Background: an optimization exercise with open tools, aiming at small area. Do not read the settings as production practice. In this exercise RTL edits were held to simulation tests only and were not proved equivalent to the original. Power and IR drop assume default switching activity.

==> flow/design.v (excerpt) <==
module lookahead_router_wrapper
  #(
    parameter bit FlowControl = noc::kFlowControlAckNack,
    parameter int unsigned Width = 66,
    parameter bit [4:0] Ports = noc::AllPorts
    )
  (
   input  logic clk,
   input  logic rst,
   input  logic[2:0] CONST_localx,
   input  logic[2:0] CONST_localy,
   input  logic [Width-1:0] data_n_in,
   input  logic [Width-1:0] data_s_in,
   input  logic [Width-1:0] data_w_in,
   input  logic [Width-1:0] data_e_in,
   input  logic [Width-1:0] data_p_in,
   input  logic [4:0] data_void_in,
   output logic [4:0] stop_out,
   output logic [Width-1:0] data_n_out,
   output logic [Width-1:0] data_s_out,
   output logic [Width-1:0] data_w_out,
   output logic [Width-1:0] data_e_out,
   output logic [Width-1:0] data_p_out,
   output logic [4:0] data_void_out,
   input  logic [4:0] stop_in
   );
clock: 5.5 ns
lec_check: 0
cap_margin: 40
core_margin: 2
core_utilization: 65
cts_buf_list: sky130_fd_sc_hd__clkbuf_8
cts_cluster_diameter: 50
cts_cluster_size: 18
slew_margin: 40
standard.sh (not shown) runs the stock make flow with config.mk's settings and CLKGATE_MAP_FILE= SYNTH_SCRIPT=/design/flow/synth_recipe.tcl, a recipe that flattens the netlist after the stock synthesis.
==> flow/flow/run.sh <==
#!/bin/bash
# Standard ORFS layout (the standard.sh, unchanged synthesis, floorplan, tap cells and power
# grid), with two knobs ORFS reads from the environment:
#  - port buffers use the smallest buffer cell instead of a clock delay buffer;
#  - CTS uses clkbuf_8 only, clusters up to 18 sinks, and adds no dummy loads.
set -euo pipefail
export BUFFER_PORTS_ARGS="-buffer_cell sky130_fd_sc_hd__buf_1"
export CTS_ARGS="-sink_clustering_enable -repair_clock_nets -dont_use_dummy_load -buf_list sky130_fd_sc_hd__clkbuf_8 -sink_clustering_size 18 -sink_clustering_max_diameter 50"
bash standard.sh > standard.log 2>&1
The first run finished with timing, DRC and antenna clean.
==> next run, changes <==
==> flow/flow/run.sh (replaced) <==
#!/bin/bash
# Standard ORFS layout (the standard.sh, unchanged synthesis, floorplan, tap cells and power
# grid), with two knobs ORFS reads from the environment:
#  - port buffers use the smallest buffer cell instead of a clock delay buffer;
#  - CTS uses clkbuf_8 only, clusters up to 16 sinks, and adds no dummy loads.
set -euo pipefail
export BUFFER_PORTS_ARGS="-buffer_cell sky130_fd_sc_hd__buf_1"
export CTS_ARGS="-sink_clustering_enable -repair_clock_nets -dont_use_dummy_load -buf_list sky130_fd_sc_hd__clkbuf_8 -sink_clustering_size 16 -sink_clustering_max_diameter 50"
bash standard.sh > standard.log 2>&1
Settings changed: CTS_CLUSTER_SIZE 18 to 16.
Outcome: The changed run ran to the end with no violations; wire length hardly moves; final area stays flat; die area is unchanged; via count came out higher by about 0.45%; clock power came out higher by about 2%; power came out higher by about 0.4%.

---

The RTL this note starts from:
==> flow/design.v <==
package noc;
  parameter int unsigned PortQueueDepth = 4;
  parameter int unsigned xMax = 8;
  parameter int unsigned yMax = 8;
  parameter int unsigned messageTypeWidth = 5;
  parameter bit [4:0] AllPorts               = 5'b11111;
  parameter bit [4:0] TopLeftRouterPorts     = 5'b11010;
  parameter bit [4:0] TopRightRouterPorts    = 5'b10110;
  parameter bit [4:0] BottomLeftRouterPorts  = 5'b11001;
  parameter bit [4:0] BottomRightRouterPorts = 5'b10101;
  typedef enum logic [2:0] {
    kNorthPort = 3'd0,
    kSouthPort = 3'd1,
    kWestPort  = 3'd2,
    kEastPort  = 3'd3,
    kLocalPort = 3'd4
  } noc_port_t;
  typedef struct packed {
    logic        go_local;
    logic        go_east;
    logic        go_west;
    logic        go_south;
    logic        go_north;
  } direction_t;
  parameter direction_t goNorth = 5'b00001;
  parameter direction_t goSouth = 5'b00010;
  parameter direction_t goWest  = 5'b00100;
  parameter direction_t goEast  = 5'b01000;
  parameter direction_t goLocal = 5'b10000;
  parameter int unsigned xWidth = $clog2(xMax);
  parameter int unsigned yWidth = $clog2(xMax);
  typedef struct packed {
    logic [yWidth-1:0] y;
    logic [xWidth-1:0] x;
  } xy_t;
  typedef enum logic {
    kFlowControlAckNack = 1'b0,
    kFlowControlCreditBased = 1'b1
  } noc_flow_control_t;
  parameter int unsigned CreditsWidth = $clog2(PortQueueDepth + 1);
  typedef logic [4:0][CreditsWidth-1:0] credits_t;
  typedef logic [messageTypeWidth-1:0] message_t;
  typedef struct packed {
    logic head;
    logic tail;
  } preamble_t;
  typedef struct packed {
    xy_t source;
    xy_t destination;
    message_t message;
  } packet_info_t;
endpackage
module lookahead_router_wrapper
  #(
    parameter bit FlowControl = noc::kFlowControlAckNack,
    parameter int unsigned Width = 66,
    parameter bit [4:0] Ports = noc::AllPorts
    )
  (
   input  logic clk,
   input  logic rst,
   input  logic[2:0] CONST_localx,
   input  logic[2:0] CONST_localy,
   input  logic [Width-1:0] data_n_in,
   input  logic [Width-1:0] data_s_in,
   input  logic [Width-1:0] data_w_in,
   input  logic [Width-1:0] data_e_in,
   input  logic [Width-1:0] data_p_in,
   input  logic [4:0] data_void_in,
   output logic [4:0] stop_out,
   output logic [Width-1:0] data_n_out,
   output logic [Width-1:0] data_s_out,
   output logic [Width-1:0] data_w_out,
   output logic [Width-1:0] data_e_out,
   output logic [Width-1:0] data_p_out,
   output logic [4:0] data_void_out,
   input  logic [4:0] stop_in
   );
  localparam int W = Width;
  localparam int HEAD = W - 1;
  localparam int TAIL = W - 2;
  logic reset;
  assign reset = ~rst;
  logic [W-1:0] din [5];
  assign din[0] = data_n_in;
  assign din[1] = data_s_in;
  assign din[2] = data_w_in;
  assign din[3] = data_e_in;
  assign din[4] = data_p_in;
  logic [W-1:0] dout [5];
  assign data_n_out = dout[0];
  assign data_s_out = dout[1];
  assign data_w_out = dout[2];
  assign data_e_out = dout[3];
  assign data_p_out = dout[4];
  logic [W-1:0] fh [5];           
  logic [4:0] in_unvalid;
  logic [4:0] rd_or;
  logic [4:0] final_req [5];      
  logic [4:0] empty, full;
  logic [4:0] sel [5];            
  for (genvar j = 0; j < 5; j++) begin : g_in
    logic [W-1:0] mem [4];
    logic [1:0] hp, tp;
    logic e, f;
    logic wr, vr, vw;
    logic [4:0] saved_req;
    logic valid_head;
    assign wr = ~data_void_in[j];
    assign vr = rd_or[j] & ~e;
    assign vw = e ? wr & ~rd_or[j] : wr & ~f;
    always_ff @(posedge clk) begin
      if (reset) begin
        hp <= '0;
        tp <= '0;
        e <= 1'b1;
        f <= 1'b0;
      end else begin
        if (vr) hp <= hp + 2'd1;
        if (vw) tp <= tp + 2'd1;
        if (vw & ~vr) begin
          e <= 1'b0;
          f <= (tp + 2'd1) == hp;
        end else if (vr & ~vw) begin
          f <= 1'b0;
          e <= (hp + 2'd1) == tp;
        end
      end
    end
    for (genvar k = 0; k < 4; k++) begin : g_mem
      always_ff @(posedge clk) begin
        if (~f && tp == k) mem[k] <= din[j];
      end
    end
    logic [3:0] hsel;
    for (genvar k = 0; k < 4; k++) begin : g_hsel
      assign hsel[k] = ~e & (hp == k);
    end
    always_comb begin
      fh[j] = {W{e}} & din[j];
      for (int k = 0; k < 4; k++) fh[j] = fh[j] | ({W{hsel[k]}} & mem[k]);
    end
    assign empty[j] = e;
    assign full[j] = f;
    assign stop_out[j] = f;
    assign in_unvalid[j] = e & data_void_in[j];
    assign valid_head = fh[j][HEAD] & ~in_unvalid[j];
    always_ff @(posedge clk) begin
      if (reset) begin
        saved_req <= '0;
      end else if (fh[j][TAIL]) begin
        saved_req <= '0;
      end else if (valid_head) begin
        saved_req <= fh[j][4:0];
      end
    end
    assign final_req[j] = valid_head ? fh[j][4:0] : saved_req;
    always_comb begin
      rd_or[j] = 1'b0;
      for (int g = 0; g < 5; g++) rd_or[j] = rd_or[j] | (sel[g][j] & ~stop_in[g]);
    end
  end
  logic [2:0] npx [4];
  logic [2:0] npy [4];
  assign npx[0] = CONST_localx;         assign npy[0] = CONST_localy - 3'd1;
  assign npx[1] = CONST_localx;         assign npy[1] = CONST_localy + 3'd1;
  assign npx[2] = CONST_localx - 3'd1;  assign npy[2] = CONST_localy;
  assign npx[3] = CONST_localx + 3'd1;  assign npy[3] = CONST_localy;
  for (genvar g = 0; g < 5; g++) begin : g_out
    logic nbp;
    logic [3:0] req, grant, saved_cfg;
    logic state, fip, unvalid, load, ftail;
    logic [5:0] pri;    
    logic [W-1:0] xbar;
    logic [W-1:0] last;
    logic vout;
    logic [4:0] nh;
    assign nbp = ~stop_in[g];
    for (genvar j = 0; j < 5; j++) begin : g_req
      if (j < g) begin : g_lt
        assign req[j] = final_req[j][g];
      end else if (j > g) begin : g_gt
        assign req[j-1] = final_req[j][g];
      end
    end
    logic [15:0] pm;
    assign pm = {1'b0, ~pri[5], ~pri[4], ~pri[2],      
                 pri[5], 1'b0, ~pri[3], ~pri[1],       
                 pri[4], pri[3], 1'b0, ~pri[0],        
                 pri[2], pri[1], pri[0], 1'b0};        
    always_comb begin
      for (int i = 0; i < 4; i++) begin
        logic blk;
        blk = 1'b0;
        for (int k = 0; k < 4; k++) blk = blk | (req[k] & pm[4*k+i]);
        grant[i] = req[i] & ~blk;
      end
    end
    assign fip = state | (|req & nbp);
    logic [3:0] cfg;
    assign cfg = state ? saved_cfg : nbp ? grant : 4'b0;
    for (genvar j = 0; j < 5; j++) begin : g_sel
      if (j < g) begin : g_lt
        assign sel[g][j] = cfg[j];
      end else if (j > g) begin : g_gt
        assign sel[g][j] = cfg[j-1];
      end else begin : g_eq
        assign sel[g][j] = 1'b0;
      end
    end
    always_comb begin
      xbar = '0;
      unvalid = ~|cfg;
      for (int j = 0; j < 5; j++) begin
        xbar = xbar | ({W{sel[g][j]}} & fh[j]);
        unvalid = unvalid | (sel[g][j] & in_unvalid[j]);
      end
    end
    if (g < 4) begin : g_la
      logic [2:0] dx, dy;
      logic [4:0] west, east, north, south;
      assign dx = xbar[54:52];
      assign dy = xbar[57:55];
      assign west  = npx[g] > dx ? 5'b00100 : 5'b11011;
      assign east  = npx[g] < dx ? 5'b01000 : 5'b10111;
      assign north = npy[g] > dy ? 5'b01101 : 5'b11110;
      assign south = npy[g] < dy ? 5'b01110 : 5'b11101;
      assign nh = ~state ? (west & east & north & south) : xbar[4:0];
    end else begin : g_local
      assign nh = xbar[4:0];
    end
    assign load = nbp & fip & ~unvalid;
    assign ftail = xbar[TAIL] & ~unvalid & nbp;
    always_ff @(posedge clk) begin
      if (nbp) last <= {xbar[W-1:5], nh};
    end
    always_ff @(posedge clk) begin
      if (reset) begin
        vout <= 1'b1;
      end else if (nbp) begin
        vout <= ~(fip & ~unvalid);
      end
    end
    always_ff @(posedge clk) begin
      if (reset) begin
        state <= 1'b0;
      end else if (state) begin
        if (ftail) state <= 1'b0;
      end else if (|req & nbp & ~xbar[TAIL]) begin
        state <= 1'b1;
      end
    end
    always_ff @(posedge clk) begin
      if (~state & nbp) saved_cfg <= grant;
    end
    always_ff @(posedge clk) begin
      if (reset) begin
        pri <= 6'b111111;
      end else if (ftail) begin
        if (grant[0]) begin pri[0] <= 1'b0; pri[1] <= 1'b0; pri[2] <= 1'b0; end
        if (grant[1]) begin pri[0] <= 1'b1; pri[3] <= 1'b0; pri[4] <= 1'b0; end
        if (grant[2]) begin pri[1] <= 1'b1; pri[3] <= 1'b1; pri[5] <= 1'b0; end
        if (grant[3]) begin pri[2] <= 1'b1; pri[4] <= 1'b1; pri[5] <= 1'b1; end
      end
    end
    assign dout[g] = last;
    assign data_void_out[g] = vout;
  end
endmodule
Settings: LEC_CHECK=0, CAP_MARGIN=30, CORE_MARGIN=2, CORE_UTILIZATION=65, CTS_BUF_LIST=sky130_fd_sc_hd__clkbuf_8, CTS_CLUSTER_DIAMETER=50, CTS_CLUSTER_SIZE=14, SLEW_MARGIN=20; clock period 5.5 ns.
run.sh (not shown) runs the stock make flow with config.mk's settings and CLKGATE_MAP_FILE= SYNTH_SCRIPT=/design/flow/synth_recipe.tcl, a recipe that flattens the netlist after the stock synthesis.
Stock flow here: none of the scripts above is used.
The baseline finished clean.
Next try:
==> flow/flow/run.sh (new file) <==
#!/bin/bash
# Standard ORFS layout (the standard.sh, unchanged synthesis, floorplan, tap cells and power
# grid), with two knobs ORFS reads from the environment:
#  - port buffers use the smallest buffer cell instead of a clock delay buffer;
#  - CTS uses clkbuf_8 only, clusters up to 20 sinks, and adds no dummy loads.
set -euo pipefail
export BUFFER_PORTS_ARGS="-buffer_cell sky130_fd_sc_hd__buf_1"
export CTS_ARGS="-sink_clustering_enable -repair_clock_nets -dont_use_dummy_load -buf_list sky130_fd_sc_hd__clkbuf_8 -sink_clustering_size 20 -sink_clustering_max_diameter 60"
bash standard.sh > standard.log 2>&1
==> flow/standard.sh (new file) <==
#!/bin/bash
# synth_recipe.tcl (not shown) runs the flow's synth.tcl, then flattens the netlist and writes it again
# the make line also repeats each setting of config.mk as NAME=value (left out here)
make -C /OpenROAD-flow-scripts/flow DESIGN_CONFIG=/design/flow/config.mk WORK_HOME=/design/flow/orfs CLKGATE_MAP_FILE= SYNTH_SCRIPT=/design/flow/synth_recipe.tcl "${@:-finish}"
Settings changed: CTS_CLUSTER_DIAMETER 50 to 60, CTS_CLUSTER_SIZE 14 to 20.
removed: flow/run.sh
What happened: The new run passed the timing, design-rule and antenna checks. Flip-flop and latch count stays the same. Final area decreases by a few percent. Non-clock buffer count climbs by 6. Power falls by a little under a tenth. Area after synthesis is unchanged.
Next try:
--- a/flow/flow/run.sh
+++ b/flow/flow/run.sh
@@ -5 +5 @@
-#  - CTS uses clkbuf_8 only, clusters up to 20 sinks, and adds no dummy loads.
+#  - CTS uses clkbuf_8 only, clusters up to 14 sinks, and adds no dummy loads.
@@ -8 +8 @@
-export CTS_ARGS="-sink_clustering_enable -repair_clock_nets -dont_use_dummy_load -buf_list sky130_fd_sc_hd__clkbuf_8 -sink_clustering_size 20 -sink_clustering_max_diameter 60"
+export CTS_ARGS="-sink_clustering_enable -repair_clock_nets -dont_use_dummy_load -buf_list sky130_fd_sc_hd__clkbuf_8 -sink_clustering_size 14 -sink_clustering_max_diameter 50"
Settings changed: CAP_MARGIN 30 to 40, CTS_CLUSTER_DIAMETER 60 to 50, CTS_CLUSTER_SIZE 20 to 14, SLEW_MARGIN 20 to 40.
=> Synthesized cell count does not change; setup slack got worse by 0.016 ns; fmax goes down by 0.33%; die area stays the same; flip-flop and latch count stays the same; sequential share of layout area goes down by 0.84 points; critical path depth stays the same; routed wire length goes up by about 0.5%; hold slack improved by 0.0064 ns; clock power goes up by about 12%; global-route usage is about the same.

## port drivers added, routing unchanged
The flow's constraints put no driver on any port. The routed layouts listed below were extracted and timed again, unchanged, in two steps.
Step 1 assumes that a clkbuf_16 drives the clock port and a buf_2 every other input.
Step 2, shift: input delay + t, output delay - t, t = (earliest + latest rising clock arrival at the registers) / 2. This alone moves slack from input paths to output paths.
Slacks: ideal ports / drivers / drivers and shift; pairs: ideal ports / drivers.
run	shift t [ns]	setup slack, ns	slew at the worst register clock pin (ns)	worst slew at a driven data input, ns	pins driven straight from the clock port
the first run of note 1	0.948	0.443 / 0.443 / 0.414	0.12 / 0.12	0.25	1
the second run of note 1	0.933	0.454 / 0.454 / 0.414	0.11 / 0.11	0.26	1
the first run of note 2	0.984	0.588 / 0.588 / 0.082	0.10 / 0.10	0.26	1
the second run of note 2	0.924	0.539 / 0.539 / 0.350	0.12 / 0.12	0.26	1
the third run of note 2	0.917	0.523 / 0.523 / 0.360	0.10 / 0.10	0.24	1
After both steps every run listed still meets setup and hold. The setup slack of the first run of note 2, which loses most, moves by 0.000 ns with the drivers and by -0.506 ns with both steps.
